What follows belongs to an exercise in optimizing a design on an open flow for small area; a production flow would make more cautious choices.
Function was checked by simulation only, so behaviour that the tests miss may differ from the original.
Power is estimated from default activity; no workload was simulated.

==> nickel: inputs <==
Design turn_points_rom, start of the top module:
module turn_points_rom(
    input                   clk,
    input                   reset,
    input                   load_raw,
    input [ 1:0]            song,
    input [10:0]            refer_x, refer_y,
    input [ 9:0]            current_block_x, current_block_y,
    input [ 9:0]            x1, y1, x2, y2,
    output reg              fail,
    output                  is_road,
    output [2:0]            debug
    );
Settings: LEC_CHECK=0, CAP_MARGIN=20, CORE_MARGIN=2, CORE_UTILIZATION=40, CTS_BUF_LIST=sky130_fd_sc_hd__clkbuf_4, PLACE_DENSITY=0.75, SETUP_SLACK_MARGIN=0.4, SLEW_MARGIN=20, SYNTH_MEMORY_MAX_BITS=16384; clock period 10.0 ns.
standard.sh (not shown) runs the stock make flow with config.mk's settings and CLKGATE_MAP_FILE= SYNTH_SCRIPT=/design/flow/synth_recipe.tcl, a recipe that flattens the netlist after the stock synthesis.
==> flow/flow/run.sh <==
#!/bin/bash
# Own layout flow: the standard synthesis (same script, same register mapping) with
# two changes to the combinational mapping: Yosys's extract_fa (half/full adder cells)
# is skipped and ABC runs the area-oriented script flow/abc.script instead of ORFS's
# delay script. Then the standard layout steps, with port buffers of buf_2.
set -euo pipefail
W=$(pwd)
F=$W/flow
python3 - "$FLOW_HOME/scripts/synth.tcl" "$W/synth_area.tcl" "$F/abc.script" <<'PY'
import sys
src, dst, script = sys.argv[1:4]
s = open(src).read()
old = "  log_cmd abc {*}$abc_args\n"
assert s.count(old) == 1
new = ("  set abc_args [lreplace $abc_args 1 1 " + script + "]\n"
       "  set i [lsearch $abc_args -D]\n"
       "  if { $i >= 0 } { set abc_args [lreplace $abc_args $i [expr {$i + 1}]] }\n" + old)
s = s.replace(old, new)
old = "  extract_fa {*}[dont_use_extract_fa_args]\n"
assert s.count(old) == 1
s = s.replace(old, "")
open(dst, "w").write(s)
PY
python3 - "$W/synth_recipe.tcl" "$W/synth_top.tcl" "$W/synth_area.tcl" <<'PY'
import sys
src, dst, inner = sys.argv[1:4]
s = open(src).read()
old = "source $::env(SCRIPTS_DIR)/synth.tcl"
assert s.count(old) == 1
open(dst, "w").write(s.replace(old, "source " + inner))
PY
make -C "$FLOW_HOME" DESIGN_CONFIG="$W/config.mk" WORK_HOME="$W/orfs" CLKGATE_MAP_FILE= \
    SYNTH_SCRIPT="$W/synth_top.tcl" synth > "$W/synth.log" 2>&1
bash standard.sh "BUFFER_PORTS_ARGS=-buffer_cell sky130_fd_sc_hd__buf_2" "CTS_ARGS=-sink_clustering_enable -repair_clock_nets -buf_list sky130_fd_sc_hd__clkbuf_4 -dont_use_dummy_load -sink_clustering_size 8 -sink_clustering_max_diameter 40" finish > "$W/layout.log" 2>&1
==> flow/flow/abc.script <==
strash
balance -l
resub -K 6 -l
rewrite -l
resub -K 6 -N 2 -l
refactor -l
resub -K 8 -l
balance -l
resub -K 8 -N 2 -l
rewrite -l
resub -K 10 -l
rewrite -z -l
resub -K 10 -N 2 -l
balance -l
resub -K 12 -l
refactor -z -l
resub -K 12 -N 2 -l
rewrite -z -l
balance -l
&get -n
&get -n
&deepsyn -T 300
&put
dch -f
amap
topo
==> juniper: changes against nickel <==
--- a/flow/flow/run.sh
+++ b/flow/flow/run.sh
@@ -33,2 +33,2 @@
     SYNTH_SCRIPT="$W/synth_top.tcl" synth > "$W/synth.log" 2>&1
-bash standard.sh "BUFFER_PORTS_ARGS=-buffer_cell sky130_fd_sc_hd__buf_2" "CTS_ARGS=-sink_clustering_enable -repair_clock_nets -buf_list sky130_fd_sc_hd__clkbuf_4 -dont_use_dummy_load -sink_clustering_size 8 -sink_clustering_max_diameter 40" finish > "$W/layout.log" 2>&1
+bash standard.sh "BUFFER_PORTS_ARGS=-buffer_cell sky130_fd_sc_hd__buf_2" "CTS_ARGS=-sink_clustering_enable -repair_clock_nets -buf_list sky130_fd_sc_hd__clkbuf_4 -dont_use_dummy_load -sink_clustering_size 10 -sink_clustering_max_diameter 50" finish > "$W/layout.log" 2>&1
--- a/flow/flow/abc.script
+++ b/flow/flow/abc.script
@@ -21,3 +21,3 @@
 &get -n
-&deepsyn -T 300
+&deepsyn -T 120
 &put
--- a/flow/config.mk
+++ b/flow/config.mk
@@ -11,3 +11,2 @@
 export CTS_BUF_LIST = sky130_fd_sc_hd__clkbuf_4
-export PLACE_DENSITY = 0.75
 export SETUP_SLACK_MARGIN = 0.4
==> qor summary <==
Outcome: juniper timing/DRC/antenna clean; nickel timing/DRC/antenna clean
Fraction of final layout cells sized beyond drive strength 1: juniper 0.0760; nickel 0.0842
Power Clock: juniper 704 uW; nickel 859 uW
Kind of critical path: juniper reg -> out; nickel in -> out
Area of the mapped netlist: juniper 0.0283 mm2; nickel 0.0280 mm2
Clock transition at the registers of the reported paths: juniper 0.10 ns; nickel 0.05 ns
Clock power share: juniper 0.112; nickel 0.080
Worst path depth: juniper 24; nickel 22
Cell count after placement: juniper 5346; nickel 5294
N_diodes: juniper 9; nickel 19
Post-synthesis compound-gate area fraction: juniper 0.404; nickel 0.398
Cell at the slowest stage of the critical path: juniper sky130_fd_sc_hd__edfxtp_1; nickel sky130_fd_sc_hd__clkinv_1
Post-detailed-placement cell area: juniper 0.0314 mm2; nickel 0.0311 mm2
Data-path buffer share of cell area in the final layout: juniper 0.0574; nickel 0.0586

* * *

==> 07-15: inputs <==
turn_points_rom, a different RTL version from the one above (not shown whole).
Settings: LEC_CHECK=0, CAP_MARGIN=20, CORE_MARGIN=2, CORE_UTILIZATION=40, CTS_BUF_LIST=sky130_fd_sc_hd__clkbuf_4, SETUP_SLACK_MARGIN=0.4, SLEW_MARGIN=20, SYNTH_MEMORY_MAX_BITS=16384; clock period 10.0 ns.
==> flow/flow/run.sh <==
#!/bin/bash
# Own layout flow: the standard synthesis (same script, same register mapping) with
# two changes to the combinational mapping: Yosys's extract_fa (half/full adder cells)
# is skipped and ABC runs the area-oriented script flow/abc.script instead of ORFS's
# delay script. Then the standard layout steps (standard.sh), with every port still
# buffered (by buf_1 cells), and clock tree synthesis with clkbuf_4 cells, small sink
# clusters and no dummy loads. Each tool's output goes to synth.log / layout.log here.
set -euo pipefail
W=$(pwd)
F=$W/flow
python3 - "$FLOW_HOME/scripts/synth.tcl" "$W/synth_area.tcl" "$F/abc.script" <<'PY'
import sys
src, dst, script = sys.argv[1:4]
s = open(src).read()
old = "  log_cmd abc {*}$abc_args\n"
assert s.count(old) == 1
new = ("  set abc_args [lreplace $abc_args 1 1 " + script + "]\n"
       "  set i [lsearch $abc_args -D]\n"
       "  if { $i >= 0 } { set abc_args [lreplace $abc_args $i [expr {$i + 1}]] }\n" + old)
s = s.replace(old, new)
old = "  extract_fa {*}[dont_use_extract_fa_args]\n"
assert s.count(old) == 1
s = s.replace(old, "")
open(dst, "w").write(s)
PY
python3 - "$W/synth_recipe.tcl" "$W/synth_top.tcl" "$W/synth_area.tcl" <<'PY'
import sys
src, dst, inner = sys.argv[1:4]
s = open(src).read()
old = "source $::env(SCRIPTS_DIR)/synth.tcl"
assert s.count(old) == 1
open(dst, "w").write(s.replace(old, "source " + inner))
PY
make -C "$FLOW_HOME" DESIGN_CONFIG="$W/config.mk" WORK_HOME="$W/orfs" CLKGATE_MAP_FILE= \
    SYNTH_SCRIPT="$W/synth_top.tcl" synth > "$W/synth.log" 2>&1
bash standard.sh "BUFFER_PORTS_ARGS=-buffer_cell sky130_fd_sc_hd__buf_1" "CTS_ARGS=-sink_clustering_enable -repair_clock_nets -buf_list sky130_fd_sc_hd__clkbuf_4 -dont_use_dummy_load -sink_clustering_size 8 -sink_clustering_max_diameter 40" finish > "$W/layout.log" 2>&1
==> flow/flow/abc.script <==
strash
balance -l
resub -K 6 -l
rewrite -l
resub -K 6 -N 2 -l
refactor -l
resub -K 8 -l
balance -l
resub -K 8 -N 2 -l
rewrite -l
resub -K 10 -l
rewrite -z -l
resub -K 10 -N 2 -l
balance -l
resub -K 12 -l
refactor -z -l
resub -K 12 -N 2 -l
rewrite -z -l
balance -l
&get -n
&get -n
&deepsyn -T 600
&put
dch -f
amap
strash
dch -f
amap
topo
==> 01-19 (differences from 07-15) <==
--- a/flow/flow/run.sh
+++ b/flow/flow/run.sh
@@ -4,7 +4,8 @@
 # is skipped and ABC runs the area-oriented script flow/abc.script instead of ORFS's
 # delay script. Then the standard layout steps (standard.sh), with every port still
 # buffered (by buf_1 cells), and clock tree synthesis with clkbuf_4 cells, small sink
-# clusters and no dummy loads. Each tool's output goes to synth.log / layout.log here.
+# clusters and no dummy loads, and ORFS power recovery (downsizing gates off the
+# critical paths) after global routing. Each tool's output goes to synth.log / layout.log here.
 set -euo pipefail
 W=$(pwd)
 F=$W/flow
@@ -33,4 +34,4 @@
 PY
 make -C "$FLOW_HOME" DESIGN_CONFIG="$W/config.mk" WORK_HOME="$W/orfs" CLKGATE_MAP_FILE= \
     SYNTH_SCRIPT="$W/synth_top.tcl" synth > "$W/synth.log" 2>&1
-bash standard.sh "BUFFER_PORTS_ARGS=-buffer_cell sky130_fd_sc_hd__buf_1" "CTS_ARGS=-sink_clustering_enable -repair_clock_nets -buf_list sky130_fd_sc_hd__clkbuf_4 -dont_use_dummy_load -sink_clustering_size 8 -sink_clustering_max_diameter 40" finish > "$W/layout.log" 2>&1
+bash standard.sh RECOVER_POWER=100 "BUFFER_PORTS_ARGS=-buffer_cell sky130_fd_sc_hd__buf_1" "CTS_ARGS=-sink_clustering_enable -repair_clock_nets -buf_list sky130_fd_sc_hd__clkbuf_4 -dont_use_dummy_load -sink_clustering_size 8 -sink_clustering_max_diameter 40" finish > "$W/layout.log" 2>&1
--- a/flow/config.mk
+++ b/flow/config.mk
@@ -9,6 +9,7 @@
 export CORE_MARGIN = 2
 export CORE_UTILIZATION = 40
 export CTS_BUF_LIST = sky130_fd_sc_hd__clkbuf_4
+export PLACE_DENSITY = 0.4
 export SETUP_SLACK_MARGIN = 0.4
 export SLEW_MARGIN = 20
 export SYNTH_MEMORY_MAX_BITS = 16384
==> notes <==
01-19 finished but fails on capacitance limit, slew limit. 07-15 finished with timing, DRC and antenna clean.
Critical path depth: 07-15 is higher than 01-19 (5).
Against 07-15, the die area of 01-19 is higher by 0.32%.
First-iteration DRC count: 01-19 is smaller than 07-15 (15%).
Combinational power is about the same in 07-15 and 01-19.
Between 01-19 and 07-15, the lower clock power is in 01-19 (gap 12%, measured against 07-15).
In synthesized cell count, 01-19 and 07-15 hardly differ.
Cell count: 01-19 is lower than 07-15 (about 0.6%).
Clock skew: 07-15 is lower than 01-19 (0.037 ns).
Of 07-15 and 01-19, 01-19 has the higher synthesized area (gap 0.33%, measured against 01-19).
In 01-19 the register-to-register slack is lower than in 07-15, by 0.30 ns.
Sequential power is about the same in 07-15 and 01-19.
==> figures <==
| item | 01-19 | 07-15 |
|---|---|---|
| Top-area cell type share of the netlist area | 0.255 | 0.256 |
| Max-cap check violation count | 7 | 0 |
| Worst slew slack as a fraction of its limit | -1.81 | 0.120 |
| Layout cell share with drive strength beyond 1 | 0.0533 | 0.0626 |
| Met1 Use GR | 0.601 | 0.607 |
| Chip Height | 266 um | 265 um |
| Critical register-to-register path endpoint | s1[5] | s1[9] |
| Capture endpoint of the worst hold path | isc19 | al2 |
| Placeable Area | 67500 um^2 | 67400 um^2 |
| PD cells | 194 nW/um^2 | 197 nW/um^2 |
| Inverters, non-clock | 519 | 514 |
| Distinct cell type count of the synthesized netlist | 59 | 60 |
| Via count of the first global-routing pass | 34500 | 35800 |
| Clk Latency, worst-skew pair | 0.93 ns | 0.89 ns |
| Number of buffers outside the clock class in the layout | 256 | 268 |
| Vias/cell | 7.34 | 7.51 |
| Total Nets Final | 4345 | 4367 |
| Placed cell area | 30100 um^2 | 30100 um^2 |
| Sequential area share after synthesis | 0.297 | 0.298 |
| Result of the run | failed layout checks | complete, no violations |
| Reasons for failing layout checks | capacitance limit, slew limit | - |
| Summed area of non-filler cells in the final layout | 30600 um^2 | 30700 um^2 |
| Final Worst Setup Slack | 0.657 ns | 1.06 ns |
| Worst reg2reg path depth | 28 | 32 |

## separate check: timing with driven ports
The flow's constraints put no driver on any port. The routed layouts listed below were extracted and timed again, unchanged, in two steps.
Step 1, drivers: a clkbuf_16 drives clk and a buf_2 each remaining input, both assumed.
Step 2 also shifts input and output timing later by t, the mid clock arrival at the registers, as if the neighbouring blocks saw the same clock.
a / b / c = ideal / step 1 / step 2; a / b = the first two.
run	t, ns	setup slack, ns	worst setup path at the end	latest minus earliest clock arrival (ns)	pins driven straight from the clock port
nickel	0.930	0.721 / 0.668 / 0.668	input to output	0.115 / 0.116	1
juniper	0.925	0.510 / 0.446 / 0.567	input to output	0.165 / 0.165	1
07-15	0.924	1.059 / 1.027 / 1.031	input to output	0.089 / 0.088	1
01-19	0.935	0.657 / 0.594 / 0.246	input to register	0.118 / 0.119	1
For 01-19, which loses most, drivers alone change the setup slack by -0.063 ns; drivers and shift together by -0.411 ns.
